From an optimization exercise on the open Yosys and OpenROAD flow, aimed at small area; shortcuts taken in it are not production practice.
Only the layout flow was run in this run; the RTL was not checked for function there.
Power and IR drop assume default switching activity.

--- config.mk ---
export PLATFORM = sky130hd
export DESIGN_NAME = ucsbece154a_mips
export DESIGN_NICKNAME = ucsbece154a_mips
export VERILOG_FILES = /design/flow/design.v
export SDC_FILE = /design/flow/constraint.sdc
export NUM_CORES = 4
export LEC_CHECK = 0
export CAP_MARGIN = 20
export CORE_MARGIN = 2
export CORE_UTILIZATION = 40
export SETUP_SLACK_MARGIN = 0.4
export SLEW_MARGIN = 20
--- constraint.sdc ---
create_clock -name core_clock -period 9.5 [get_ports {clk}]
set_input_delay 1.9000 -clock core_clock [delete_from_list [all_inputs] [get_ports {clk}]]
set_output_delay 1.9000 -clock core_clock [all_outputs]
set_load 0.01 [all_outputs]
--- design.v ---
localparam    [2:0] ALUOp_and = 3'b000;
localparam    [2:0] ALUOp_or  = 3'b001;
localparam    [2:0] ALUOp_add = 3'b010;
localparam    [2:0] ALUOp_sub = 3'b110;
localparam    [2:0] ALUOp_slt = 3'b111;
localparam          RegDst_Itype = 1'b0;
localparam          RegDst_Rtype = 1'b1;
localparam          ALUSrc_reg = 1'b0;
localparam          ALUSrc_imm = 1'b1;
localparam    [5:0] instr_add_funct = 6'h20;
localparam    [5:0] instr_sub_funct = 6'h22;
localparam    [5:0] instr_and_funct = 6'h24;
localparam    [5:0] instr_or_funct = 6'h25;
localparam    [5:0] instr_slt_funct = 6'h2a;
localparam    [5:0] instr_Rtype_op = 6'h00;
localparam    [5:0] instr_j_op = 6'h02;
localparam    [5:0] instr_beq_op = 6'h04;
localparam    [5:0] instr_bne_op = 6'h05;
localparam    [5:0] instr_addi_op = 6'h08;
localparam    [5:0] instr_ori_op = 6'h0d;
localparam    [5:0] instr_lw_op = 6'h23;
localparam    [5:0] instr_sw_op = 6'h2b;
module ucsbece154a_alu (
    input        [31:0] a_i, b_i,
    input         [2:0] f_i,
    output reg   [31:0] y_o,
    output wire         zero_o
);
localparam    [2:0] ALUOp_and = 3'b000;
localparam    [2:0] ALUOp_or  = 3'b001;
localparam    [2:0] ALUOp_add = 3'b010;
localparam    [2:0] ALUOp_sub = 3'b110;
localparam    [2:0] ALUOp_slt = 3'b111;
localparam          RegDst_Itype = 1'b0;
localparam          RegDst_Rtype = 1'b1;
localparam          ALUSrc_reg = 1'b0;
localparam          ALUSrc_imm = 1'b1;
localparam    [5:0] instr_add_funct = 6'h20;
localparam    [5:0] instr_sub_funct = 6'h22;
localparam    [5:0] instr_and_funct = 6'h24;
localparam    [5:0] instr_or_funct = 6'h25;
localparam    [5:0] instr_slt_funct = 6'h2a;
localparam    [5:0] instr_Rtype_op = 6'h00;
localparam    [5:0] instr_j_op = 6'h02;
localparam    [5:0] instr_beq_op = 6'h04;
localparam    [5:0] instr_bne_op = 6'h05;
localparam    [5:0] instr_addi_op = 6'h08;
localparam    [5:0] instr_ori_op = 6'h0d;
localparam    [5:0] instr_lw_op = 6'h23;
localparam    [5:0] instr_sw_op = 6'h2b;
always @ * begin
    case (f_i)
        ALUOp_and: y_o = a_i & b_i;
        ALUOp_or: y_o = a_i | b_i;
        ALUOp_add: y_o = a_i + b_i;
        ALUOp_sub: y_o = a_i - b_i;
        ALUOp_slt: y_o = {31'b0, ($signed(a_i)<$signed(b_i))};
        default: begin
            y_o = 32'b0;
        end
    endcase
end
assign zero_o = (y_o == 32'b0);
endmodule
module ucsbece154a_rf (
    input               clk,
    input         [4:0] a1_i, a2_i, a3_i,
    output wire  [31:0] rd1_o, rd2_o,
    input               we3_i,
    input        [31:0] wd3_i
);
reg [31:0] registers[31:0];  
always @ (posedge clk) begin  
    if(we3_i && a3_i !=0)  
        registers[a3_i] <= wd3_i;  
end
assign rd1_o = (a1_i != 0) ? registers[a1_i] : 0;  
assign rd2_o = (a2_i != 0) ? registers[a2_i] : 0;  
endmodule
module ucsbece154a_controller (
    input         [5:0] op_i, funct_i,
    output reg          RegWrite_o, RegDst_o,
    output reg          ALUSrc_o,
    output reg          Branch_o, MemWrite_o,
    output reg          MemToReg_o,
    output reg    [2:0] ALUControl_o,
    output reg          Jump_o,
    output reg          BranchZero_o,
    output reg          ZeroExtImm_o
);
localparam    [2:0] ALUOp_and = 3'b000;
localparam    [2:0] ALUOp_or  = 3'b001;
localparam    [2:0] ALUOp_add = 3'b010;
localparam    [2:0] ALUOp_sub = 3'b110;
localparam    [2:0] ALUOp_slt = 3'b111;
localparam          RegDst_Itype = 1'b0;
localparam          RegDst_Rtype = 1'b1;
localparam          ALUSrc_reg = 1'b0;
localparam          ALUSrc_imm = 1'b1;
localparam    [5:0] instr_add_funct = 6'h20;
localparam    [5:0] instr_sub_funct = 6'h22;
localparam    [5:0] instr_and_funct = 6'h24;
localparam    [5:0] instr_or_funct = 6'h25;
localparam    [5:0] instr_slt_funct = 6'h2a;
localparam    [5:0] instr_Rtype_op = 6'h00;
localparam    [5:0] instr_j_op = 6'h02;
localparam    [5:0] instr_beq_op = 6'h04;
localparam    [5:0] instr_bne_op = 6'h05;
localparam    [5:0] instr_addi_op = 6'h08;
localparam    [5:0] instr_ori_op = 6'h0d;
localparam    [5:0] instr_lw_op = 6'h23;
localparam    [5:0] instr_sw_op = 6'h2b;
always @ * begin
   {
        RegWrite_o,
        RegDst_o,
        ALUSrc_o,
        Branch_o,
        MemWrite_o,
        MemToReg_o,
        ALUControl_o,
        Jump_o,
        BranchZero_o,
        ZeroExtImm_o
    } = {12{1'b0}};
    case (op_i)
        instr_Rtype_op: begin
            RegWrite_o = 1'b1;
            RegDst_o = RegDst_Rtype;
            ALUSrc_o = ALUSrc_reg;
            Branch_o = 1'b0;
            MemWrite_o = 1'b0;
            MemToReg_o = 1'b0;
            Jump_o = 1'b0;
            case (funct_i)
                instr_add_funct: ALUControl_o = ALUOp_add;
                instr_sub_funct: ALUControl_o = ALUOp_sub;
                instr_and_funct: ALUControl_o = ALUOp_and;
                instr_or_funct: ALUControl_o = ALUOp_or;
                instr_slt_funct: ALUControl_o = ALUOp_slt;
                default:
                    ;
            endcase
        end
        instr_j_op: begin
            RegWrite_o = 1'b0;
            Branch_o = 1'b0;
            MemWrite_o = 1'b0;
            Jump_o = 1'b1;
        end
        instr_beq_op: begin
            RegWrite_o = 1'b0;
            ALUSrc_o = ALUSrc_reg;
            Branch_o = 1'b1;
            MemWrite_o = 1'b0;
            ALUControl_o = ALUOp_sub;
            Jump_o = 1'b0;
        end
        instr_bne_op: begin
            RegWrite_o = 1'b0;
            ALUSrc_o = ALUSrc_reg;
            Branch_o = 1'b1;
            MemWrite_o = 1'b0;
            ALUControl_o = ALUOp_sub;
            Jump_o = 1'b0;
            BranchZero_o = 1'b1;
        end
        instr_addi_op: begin
            RegWrite_o = 1'b1;
            RegDst_o = RegDst_Itype;
            ALUSrc_o = ALUSrc_imm;
            Branch_o = 1'b0;
            MemWrite_o = 1'b0;
            MemToReg_o = 1'b0;
            ALUControl_o = ALUOp_add;
            Jump_o = 1'b0;
        end
        instr_ori_op: begin
            RegWrite_o = 1'b1;
            RegDst_o = RegDst_Itype;
            ALUSrc_o = ALUSrc_imm;
            Branch_o = 1'b0;
            MemWrite_o = 1'b0;
            MemToReg_o = 1'b0;
            ALUControl_o = ALUOp_or;
            Jump_o = 1'b0;
            ZeroExtImm_o = 1'b1;
        end
        instr_lw_op: begin
            RegWrite_o = 1'b1;
            RegDst_o = RegDst_Itype;
            ALUSrc_o = ALUSrc_imm;
            Branch_o = 1'b0;
            MemWrite_o = 1'b0;
            MemToReg_o = 1'b1;
            ALUControl_o = ALUOp_add;
            Jump_o = 1'b0;
        end
        instr_sw_op: begin
            RegWrite_o = 1'b0;
            ALUSrc_o = ALUSrc_imm;
            Branch_o = 1'b0;
            MemWrite_o = 1'b1;
            ALUControl_o = ALUOp_add;
            Jump_o = 1'b0;
        end
        default:
            ;
    endcase
end
endmodule
module ucsbece154a_datapath (
    input               clk, reset,
    input               RegWrite_i,
    input               RegDst_i,
    input               ALUSrc_i,
    input               Branch_i,
    input               MemToReg_i,
    input         [2:0] ALUControl_i,
    input               Jump_i,
    input               BranchZero_i,  
    input               ZeroExtImm_i,  
    output reg   [31:0] pc_o,
    input        [31:0] instr_i,
    output wire  [31:0] aluout_o, writedata_o,
    input        [31:0] readdata_i
);
localparam    [2:0] ALUOp_and = 3'b000;
localparam    [2:0] ALUOp_or  = 3'b001;
localparam    [2:0] ALUOp_add = 3'b010;
localparam    [2:0] ALUOp_sub = 3'b110;
localparam    [2:0] ALUOp_slt = 3'b111;
localparam          RegDst_Itype = 1'b0;
localparam          RegDst_Rtype = 1'b1;
localparam          ALUSrc_reg = 1'b0;
localparam          ALUSrc_imm = 1'b1;
localparam    [5:0] instr_add_funct = 6'h20;
localparam    [5:0] instr_sub_funct = 6'h22;
localparam    [5:0] instr_and_funct = 6'h24;
localparam    [5:0] instr_or_funct = 6'h25;
localparam    [5:0] instr_slt_funct = 6'h2a;
localparam    [5:0] instr_Rtype_op = 6'h00;
localparam    [5:0] instr_j_op = 6'h02;
localparam    [5:0] instr_beq_op = 6'h04;
localparam    [5:0] instr_bne_op = 6'h05;
localparam    [5:0] instr_addi_op = 6'h08;
localparam    [5:0] instr_ori_op = 6'h0d;
localparam    [5:0] instr_lw_op = 6'h23;
localparam    [5:0] instr_sw_op = 6'h2b;
wire pc_src, alu_zero;
wire [4:0] write_reg;
wire[31:0] pc_next, pc_branch, pc_jump;
wire[31:0] result, rd1, rd2, alusrc_b, imm_ext;
assign pc_src = Branch_i && (alu_zero != BranchZero_i);  
assign imm_ext = ZeroExtImm_i ? {16'b0,instr_i[15:0]} : {{16{instr_i[15]}},instr_i[15:0]};  
assign pc_jump = {pc_o[31:28], instr_i[25:0], 2'b0};  
assign pc_branch = (pc_o + 4) + (imm_ext << 2);  
assign pc_next = Jump_i ? pc_jump : (pc_src ? pc_branch : (pc_o + 4));  
assign result = MemToReg_i ? readdata_i : aluout_o;  
always @(posedge clk) begin  
    if (reset) pc_o <= 0;
    else pc_o <= pc_next;
end
ucsbece154a_rf rf (
    .clk(clk), 
    .a1_i(instr_i[25:21]), .a2_i(instr_i[20:16]), .a3_i(write_reg),  
    .rd1_o(rd1), .rd2_o(rd2),
    .we3_i(RegWrite_i),
    .wd3_i(result)
);
ucsbece154a_alu alu (
    .a_i(rd1), .b_i(alusrc_b),
    .f_i(ALUControl_i), 
    .y_o(aluout_o),
    .zero_o(alu_zero)
);
assign writedata_o = rd2; 
assign write_reg = RegDst_i ? instr_i[15:11] : instr_i[20:16];  
assign alusrc_b = ALUSrc_i ? imm_ext: rd2;  
endmodule
module ucsbece154a_mips (
    input               clk, reset,
    output wire  [31:0] pc_o,
    input        [31:0] instr_i,
    output wire         MemWrite_o,
    output wire  [31:0] aluout_o, writedata_o,
    input        [31:0] readdata_i
);
wire MemToReg, Branch, ALUSrc, RegDst, RegWrite, Jump;
wire BranchZero, ZeroExtImm;
wire [2:0] ALUControl;
ucsbece154a_controller c (
    .op_i(instr_i[31:26]), .funct_i(instr_i[5:0]),
    .RegWrite_o(RegWrite), .RegDst_o(RegDst),
    .ALUSrc_o(ALUSrc),
    .Branch_o(Branch), .MemWrite_o(MemWrite_o),
    .MemToReg_o(MemToReg),
    .ALUControl_o(ALUControl),
    .Jump_o(Jump),
    .BranchZero_o(BranchZero),
    .ZeroExtImm_o(ZeroExtImm)
);
ucsbece154a_datapath dp (
    .clk(clk), .reset(reset),
    .RegWrite_i(RegWrite),
    .RegDst_i(RegDst),
    .ALUSrc_i(ALUSrc),
    .Branch_i(Branch),
    .MemToReg_i(MemToReg),
    .ALUControl_i(ALUControl),
    .Jump_i(Jump),
    .BranchZero_i(BranchZero),
    .ZeroExtImm_i(ZeroExtImm),
    .pc_o(pc_o),
    .instr_i(instr_i),
    .aluout_o(aluout_o),
    .writedata_o(writedata_o),
    .readdata_i(readdata_i)
);
endmodule
--- run.sh ---
#!/bin/bash
# synth_recipe.tcl (not shown) runs the flow's synth.tcl, then flattens the netlist and writes it again
# the make line also repeats each setting of config.mk as NAME=value (left out here)
make -C /OpenROAD-flow-scripts/flow DESIGN_CONFIG=/design/flow/config.mk WORK_HOME=/design/flow/orfs CLKGATE_MAP_FILE= SYNTH_SCRIPT=/design/flow/synth_recipe.tcl finish
==> results.txt <==
==> worst paths after layout <==
path | from | end | slack [ns] | depth (start not counted)
setup / recovery | instr_i[21] | aluout_o[26] | 0.54 | 18
hold / removal | dp.pc_o[29] | dp.pc_o[29] | 0.55 | 2
setup reg to reg | dp.rf.registers[15][0] | dp.pc_o[31] | 2.45 | 25
hold reg to reg | dp.pc_o[29] | dp.pc_o[29] | 0.55 | 2
==> kinds of logic after synthesis <==
logic type	count (synthesis)	share of synthesized area, %
simple gates	630	5.28
flops	1054	55.7
compound gates	452	5.31
buf+inv	354	2.44
xor+xnor	75	1.17
other cells	1	0.00666
fa+ha+maj	129	2.91
mux	725	27.2
==> state kept, by name, indices dropped and copies added, names as in the netlist <==
register,cells
dp.pc_o,30
dp.rf.registers,1024
==> worst reg2reg max path: cells and delay by family (launching register included) <==
family / cells / cell delay [ns]
AO/OA/AOI/OAI: 8 / 1.65
adder cells (fa/ha/maj): 2 / 0.70
buffers and inverters: 5 / 0.79
flip-flops: 1 / 0.37
multiplexers: 5 / 1.87
AND/OR/NAND/NOR: 5 / 1.56
==> timing repair <==
action	in CTS	in global routing
endpoints found under the setup margin	17	21
setup buffers	5	27
gates cloned	4	5
resized for setup	31	73
pin swaps	2	12
==> cell type report <==
class	instances	share of cell area, %
diodes	2	0.00753
clock buffers	128	4.11
clock inverters	67	0.941
inverters	117	0.660
multi-input cells	2045	36.6
flip-flops and latches	1054	47.1
well taps	1876	3.53
repair buffers	455	7.05
==> power groups by stage <==
stage | sequential [mW] | clock (mW) | combinational [mW]
floorplan | 5.42 | 0 | 1.24
global route | 5.33 | 4.36 | 2.38
global placement | 5.42 | 0 | 2.11
finish | 5.33 | 4.13 | 2.23
detailed placement | 5.42 | 0 | 2.11
CTS | 5.33 | 4.19 | 2.15
==> per-layer routing <==
| metal | track usage (%) | share of wire [%] | wire length (µm) | vias up |
|---|---|---|---|---|
| li1 | - | - | - | 14796 |
| met1 | 34.4 | 40 | 72100 | 18916 |
| met2 | 40.7 | 48 | 87200 | 1789 |
| met3 | 4.64 | 9.0 | 16400 | 278 |
| met4 | 7.91 | 3.2 | 5790 | 2 |
| met5 | 0 | 0.0072 | 13 | - |
==> cell usage in the layout, fill, tap and decap left out, types with 17 or more instances in the layout <==
master           instances
xnor2_1                 62
o21bai_1                18
a21o_1                  32
ha_1                   116
dfxtp_1                 30
inv_1                  115
nand2b_1                59
nor2_4                  34
buf_12                  34
conb_1                  34
nand2_1                235
clkinv_1                31
mux2i_1                 43
clkbuf_1                22
clkdlybuf4s50_1        144
nor2_1                 122
nor3_1                  27
buf_4                  244
a211oi_1                36
mux4_2                 640
nand3_1                 35
clkbuf_16              111
nor2b_1                 17
mux2_2                  33
o21ai_0                 52
a21oi_1                132
edfxtp_1              1024
==> flow_summary.yaml <==
status:
  status: "finished clean"
sta:
  slew_headroom_pct: 32.5
  timing.final.crit_share_pct: 94.4
  final_hold_viol_count: 0
  tns_ns: 0
  whs_ns: 0.551
  fmax_mhz: 112
  period_needed_ns: 8.96
  skew_ns: 0.0360
  worstMarginPinSlew_ns: 1.01
  setup_ws_ns: 0.536
  rsz0062_at_grt: "yes"
  setup_viol: 0
  drv_slew: 0
clock_network:
  cts_tree: "done"
  clk_pin_slew_ns: 0.06
  clock-root-buffer: "clkbuf_16"
  cts_inserted_buffers: 105
  clkSinkCount: 1054
  clkLatencyLatePin_ns: 0.73
  ctsHoldBuffers: 0
  cts_buffer_depth: 3
  h-tree-depth: 3
synthesis:
  yosys_warnings: 4
  synth_edf_count: 1024
  synthTopCellsByArea: "edfxtp_1, mux4_2, ha_1"
  synth_top_area_share_pct: 54.6
  synthArstFlopShare_pct: 0
  yosysMostFrequentCell: "edfxtp_1"
  synth.distinct_cells: 80
  synthFlopType: "edfxtp_1"
  netlist_instances: 3420
  syn_area_per_cell_um2: 16.5
  ys_seq_area_share_pct: 55.7
  synth_area_leader_cell: "edfxtp_1"
  synth_seq_cells: 1054
  mappedNetlistArea_um2: 56300
  synth_common_cells: "edfxtp_1, mux4_2, nand2_1"
place:
  place_ws_ns: -0.0131
  port-buffer-count: 160
  dpl.cell_count: 5506
  gp_congestion: 0.959
  dp_hpwl_um: 116000
  dpl_cell_area_um2: 62200
power_and_ir_drop:
  swShare_pct: 26.8
  p_leak_nw: 22.6
  peakVddDrop_uv: 147
  internal_power_mw: 8.55
  combPwrFrac_pct: 19.1
  seqPwrFrac_pct: 45.6
  finalPower_mw: 11.7
  switching_power_mw: 3.13
  clkPwrFrac_pct: 35.3
  p_per_area_nw_per_um2: 176
setup_path:
  crit_chain: "buf_12 -> buf_12 -> buf_12 -> buf_16 -> mux4_2 -> mux4_2 -> nand2b_1 -> a21oi_1 -> ha_2 -> nand2_2 -> nor2_1 -> nand3_1 -> nor4_1 -> a221oi_2 -> a22oi_1 -> xnor2_1 -> o221ai_2 -> clkdlybuf4s50_1"
  crit_type: "in2out"
  cpMaxStageDelayCell: "clkdlybuf4s50_1"
  end_kind: "output pin"
  crit_family: "buffers and inverters"
  cp-start-kind: "input port"
  worstPathArrival_ns: 7.06
  critPathMaxStageDelay_ns: 0.61
  cp.buffers_inverters: 5
  critPathMaxFanout: 23
  cpMostUsedCell: "buf_12"
  required_ns: 7.60
job:
  cap_viol_max_count: 0
floorplan:
  placeableCoreArea_um2: 140000
  start_util_pct: 40.3
  fp.dieH_um: 379
  ioPinCount: 163
  rows: 137
  die_w_um: 379
  dieArea_um2: 144000
routing:
  vias: 35781
  vias_per_cell: 6.23
  drc: 0
  routedWlPerCell_um: 31.6
  wirelength_um: 181000
  drt_iter0_drc: 4168
  ant_nets: 0
  firstDrtPassIters: 7
final_layout:
  drive_gt1_share_pct: 32.2
  final_nets: 3973
  finalNonFillerCells: 5744
  fin_util_pct: 47.7
  fin_area_um2: 66500
  area_growth_pct: 18.1
  fill_cells: 11844
  multiInputGateArea_um2: 24300
  seqCellArea_um2: 31400
global_routing:
  grt_usage_pct: 25.1
  grt_pass1_vias: 35341
  grt_max_degree: 71
  antenna_found_initial: 5
  grt_pass1_wl_um: 256000
  grt-ovfl-total: 0
hold_path:
  hp-class: "reg2reg"

what the ideal ports hide:
The flow's constraints put no driver on any port. The routed layout listed below was extracted and timed again, unchanged, in two steps. Step 1 (the two cells are an assumption about what drives the block):
set clk [get_ports {clk}]
set_driving_cell -lib_cell sky130_fd_sc_hd__clkbuf_16 $clk
set_driving_cell -lib_cell sky130_fd_sc_hd__buf_2 [delete_from_list [all_inputs] $clk]
Step 2 also shifts input and output timing later by t, the mid clock arrival at the registers, as if the neighbouring blocks saw the same clock. Three values: ideal, step 1, step 2; two values: the first two.
t (ns): 0.796
setup slack, ns: 0.536 / 0.468 / 0.434
worst setup path at the end: input to register
worst register clock-pin slew, ns: 0.07 / 0.07
After both steps this run still meets setup and hold. The setup slack of this run moves by -0.068 ns with the drivers and by -0.102 ns with both steps.
